What follows belongs to an exercise in optimizing a design on an open flow for a short achievable clock period and few clock cycles; a production flow would make more cautious choices.
Where RTL was checked, it was by simulation tests only, not by an equivalence proof against the original.
Power figures rest on the tool's default switching activity, not on a simulated workload.

// mips8_cpu
module mips8_cpu(clk, rst, prog_len, imem_addr, imem_rdata, dmem_addr, dmem_rdata,
                 wb_en, wb_addr, wb_data, done, result);
Size in the first run: ~2800 cells after synthesis, ~89 I/O pins, roughly 37000 µm² of cells after synthesis.
make LEC_CHECK=0 CAP_MARGIN=20 CORE_MARGIN=2 CORE_UTILIZATION=60 PLACE_DENSITY=0.75 SETUP_SLACK_MARGIN=3 SLEW_MARGIN=20 finish   # period 5.0 ns
run.sh (not shown) runs the stock make flow with config.mk's settings and CLKGATE_MAP_FILE= SYNTH_SCRIPT=/design/flow/synth_recipe.tcl, a recipe that flattens the netlist after the stock synthesis.
The first run produced a clean layout.
Testbench counts at the start, summed over its fixed seeds: cycles 29,145.
Then changed:
Settings changed: CORE_UTILIZATION 60 to 40, PLACE_DENSITY 0.75 to 0.6.
- hold slack is worse by 0.021 ns
- clock-buffer cell count drops by 9
- final area climbs by a few percent
- final cell count climbs by roughly a tenth
- non-clock buffer count climbs by 8
- sequential cell count does not change
- sequential power drops slightly
Then changed:
Settings changed: CTS_CLUSTER_DIAMETER set to 60, CTS_CLUSTER_SIZE set to 30.
Effect:
- The changed run produced a clean layout
- hold slack gets better by 0.018 ns
- cell count came out lower by 0.75%
- clock skew came out lower by 0.017 ns
- clock power came out lower by 11%
- die area is unchanged
- synthesized area does not change
- routed wire length stays flat
- utilization came out lower by 0.35 points
- non-clock buffer count came out higher by 6
- setup slack is about the same
- flip-flop and latch count stays the same

mips8_cpu, a different RTL version from the one above (not shown whole).
Size in the first run: roughly 850 flip-flops, ~89 I/O pins.
clock: 5.0 ns
lec_check: 0
cap_margin: 20
core_margin: 2
core_utilization: 70
place_density: 0.8
setup_slack_margin: 3
slew_margin: 20
Next try:
Settings changed: CORE_UTILIZATION 70 to 40, PLACE_DENSITY 0.8 to 0.6, SETUP_SLACK_MARGIN 3 to 2.8.
Final area shrinks by a few percent.
Via count shrinks by roughly a tenth.
Total power shrinks by a few percent.
Routed wire length shrinks by roughly a tenth.
Non-clock buffer count shrinks by 125.
Next try:
Settings changed: CORE_UTILIZATION 40 to 55, PLACE_DENSITY 0.6 to 0.7, SETUP_SLACK_MARGIN 2.8 to 3.1.
The new run completed without violations.
Final area climbs by 7.5%.
Wire length rises by 0.41%.
Sequential share of layout area shrinks by 3.5 points.
Setup slack is better by 0.045 ns.
Sequential cell count stays the same.
Count of clock-buffer cells in the layout drops by 15.
Global-route usage is higher by 7.3 points.
Total power climbs by 1.8%.
Register-to-register slack gains 0.04 ns.
Next try:
Settings changed: CORE_UTILIZATION 55 to 60, PLACE_DENSITY 0.7 to 0.75, SETUP_SLACK_MARGIN 3.1 to 3.
Result:
- combinational power hardly moves
- routed wire length fell by 1.5%
- synthesized area does not change
- sequential share of layout area rose by 1.6 points
- clock power rose by 6.7%
- via count barely changes
Function was not checked in any run of this note: the RTL went through the layout flow alone.

Setup of onyx:
Another version of the RTL of mips8_cpu (not shown whole).
Size in the first run: about 2500 cells after synthesis, ~730 flip-flops, roughly 0.031 sq mm of cells after synthesis.
Settings: LEC_CHECK=0, ABC_CLOCK_PERIOD_IN_PS=10, CAP_MARGIN=20, CORE_MARGIN=2, CORE_UTILIZATION=40, PLACE_DENSITY=0.6, SETUP_SLACK_MARGIN=3, SLEW_MARGIN=20; clock period 5.0 ns.
Here is what was changed in the inputs of cedar compared with onyx.
# onyx
export LEC_CHECK = 0
export ABC_CLOCK_PERIOD_IN_PS = 10
export CAP_MARGIN = 20
export CORE_MARGIN = 2
export CORE_UTILIZATION = 40
export PLACE_DENSITY = 0.6
export SETUP_SLACK_MARGIN = 3
export SLEW_MARGIN = 20
create_clock -name core_clock -period 5.0 [get_ports {clk}]
# cedar
export LEC_CHECK = 0
export CAP_MARGIN = 20
export CORE_MARGIN = 2
export CORE_UTILIZATION = 40
export PLACE_DENSITY = 0.6
export SETUP_SLACK_MARGIN = 2.8
export SLEW_MARGIN = 20
create_clock -name core_clock -period 5.0 [get_ports {clk}]
--- outcome ---
- Changes observed in cedar relative to onyx: power share of the sequential group +1.2 points; final cell count -2.3%; combined flip-flop and latch cell area ~0 delta.
- In cedar, area growth from synthesis to layout is lower than in onyx.
- From onyx to cedar, die area did not move at all.
- There was hardly any difference in switching share of total power between cedar and onyx.
- Comparing the two runs side by side, cedar comes out behind onyx on worst hold slack.
No functional check of the RTL was part of any run of this note.

Another version of the RTL of mips8_cpu (not shown whole).
Size: ~89 I/O pins.
export LEC_CHECK = 0
export CAP_MARGIN = 20
export CORE_MARGIN = 2
export CORE_UTILIZATION = 40
export PLACE_DENSITY = 0.6
export SETUP_SLACK_MARGIN = 2.8
export SLEW_MARGIN = 20
create_clock -name core_clock -period 5.0 [get_ports {clk}]
The first run completed without violations.
Edit:
Settings changed: SETUP_SLACK_MARGIN 2.8 to 3.
After rerunning: Setup slack is better by 0.0098 ns. Register-to-register slack stays flat. Fmax is higher by 0.40%. Via count goes up by 2.7%. Wire length goes up by 2.5%.
No run of this note included a check of the RTL's function; only the layout flow was run.

Setup of old:
mips8_cpu with an RTL version that a note above also has.
For scale: ~2500 cells after synthesis, roughly 730 flip-flops, ~89 I/O pins.
==> flow/config.mk <==
export PLATFORM = sky130hd
export DESIGN_NAME = mips8_cpu
export DESIGN_NICKNAME = mips8_cpu
export VERILOG_FILES = /design/flow/design.v
export SDC_FILE = /design/flow/constraint.sdc
export NUM_CORES = 4
export LEC_CHECK = 0
export ABC_CLOCK_PERIOD_IN_PS = 2000
export CAP_MARGIN = 20
export CORE_MARGIN = 2
export CORE_UTILIZATION = 40
export PLACE_DENSITY = 0.6
export SETUP_SLACK_MARGIN = 3
export SLEW_MARGIN = 20
==> flow/constraint.sdc <==
create_clock -name core_clock -period 5.0 [get_ports {clk}]
set_input_delay 1.0000 -clock core_clock [delete_from_list [all_inputs] [get_ports {clk}]]
set_output_delay 1.0000 -clock core_clock [all_outputs]
set_load 0.01 [all_outputs]
old: flow completed, timing, DRC and antenna clean
Input-level comparison between new and old:
# old
export LEC_CHECK = 0
export ABC_CLOCK_PERIOD_IN_PS = 2000
export CAP_MARGIN = 20
export CORE_MARGIN = 2
export CORE_UTILIZATION = 40
export PLACE_DENSITY = 0.6
export SETUP_SLACK_MARGIN = 3
export SLEW_MARGIN = 20
create_clock -name core_clock -period 5.0 [get_ports {clk}]
# new
export LEC_CHECK = 0
export CAP_MARGIN = 20
export CORE_MARGIN = 2
export CORE_UTILIZATION = 50
export PLACE_DENSITY = 0.7
export SETUP_SLACK_MARGIN = 3
export SLEW_MARGIN = 20
create_clock -name core_clock -period 5.0 [get_ports {clk}]
==> comparison <==
Every stage of the flow completed for new, and the final layout passed the timing, design-rule and antenna checks.
Every stage of the flow completed for old, and the final layout passed the timing, design-rule and antenna checks.
The maximum number of pins on one net before global-route repair in new sits about 20% below the value recorded for old.
Compared with old, in new count of input and output buffers held, clock network power share went down 1.1 points, number of gates resized after CTS went down about 3.5%, cell area after layout went down about 1.6%, inverter count went up 1.
old and new ended up with nearly the same sequential power.
Function was not checked in any run of this note: the RTL went through the layout flow alone.

re-timing with driven ports:
In the flow no input, the clock included, has a driving cell. The finished layouts below were timed again as built, in two steps.
Step 1 assumes that a clkbuf_16 drives the clock port and a buf_2 every other input.
Step 2 times the ports against the registers' clock, not the clock port: input delays grow and output delays shrink by t, the midpoint of the rising clock arrivals with the driver on.
Slacks: ideal ports / drivers / drivers and shift; pairs: ideal ports / drivers.
run	shift t [ns]	slack for setup (ns)	clock arrival spread, ns	slew at the worst register clock pin (ns)	worst slew at a driven data input, ns
the first run of note 1	0.706	2.858 / 2.792 / 2.204	0.026 / 0.026	0.07 / 0.07	0.22
the second run of note 1	0.718	2.844 / 2.778 / 2.300	0.040 / 0.039	0.07 / 0.07	0.11
the third run of note 1	0.702	2.846 / 2.781 / 2.341	0.027 / 0.027	0.10 / 0.10	0.11
the first run of note 2	0.722	2.521 / 2.521 / 2.072	0.023 / 0.023	0.08 / 0.08	0.15
the second run of note 2	0.732	2.690 / 2.690 / 2.040	0.035 / 0.035	0.07 / 0.07	0.16
the third run of note 2	0.703	2.735 / 2.735 / 2.212	0.038 / 0.038	0.07 / 0.07	0.19
the fourth run of note 2	0.714	2.769 / 2.769 / 2.158	0.031 / 0.031	0.07 / 0.07	0.25
onyx	0.700	2.364 / 2.399 / 1.699	0.064 / 0.064	0.07 / 0.07	0.11
cedar	0.714	2.383 / 2.419 / 1.706	0.037 / 0.037	0.07 / 0.07	0.05
the first run of note 4	0.703	2.567 / 2.588 / 1.885	0.029 / 0.028	0.07 / 0.07	0.06
the second run of note 4	0.699	2.577 / 2.590 / 1.891	0.030 / 0.029	0.07 / 0.07	0.19
old	0.700	2.364 / 2.399 / 1.699	0.064 / 0.064	0.07 / 0.07	0.11
new	0.702	2.347 / 2.375 / 1.674	0.023 / 0.023	0.07 / 0.07	0.09
After both steps setup and hold are still met in every run listed. For the second run of note 4, which loses most, drivers alone change the setup slack by +0.013 ns; drivers and shift together by -0.686 ns.
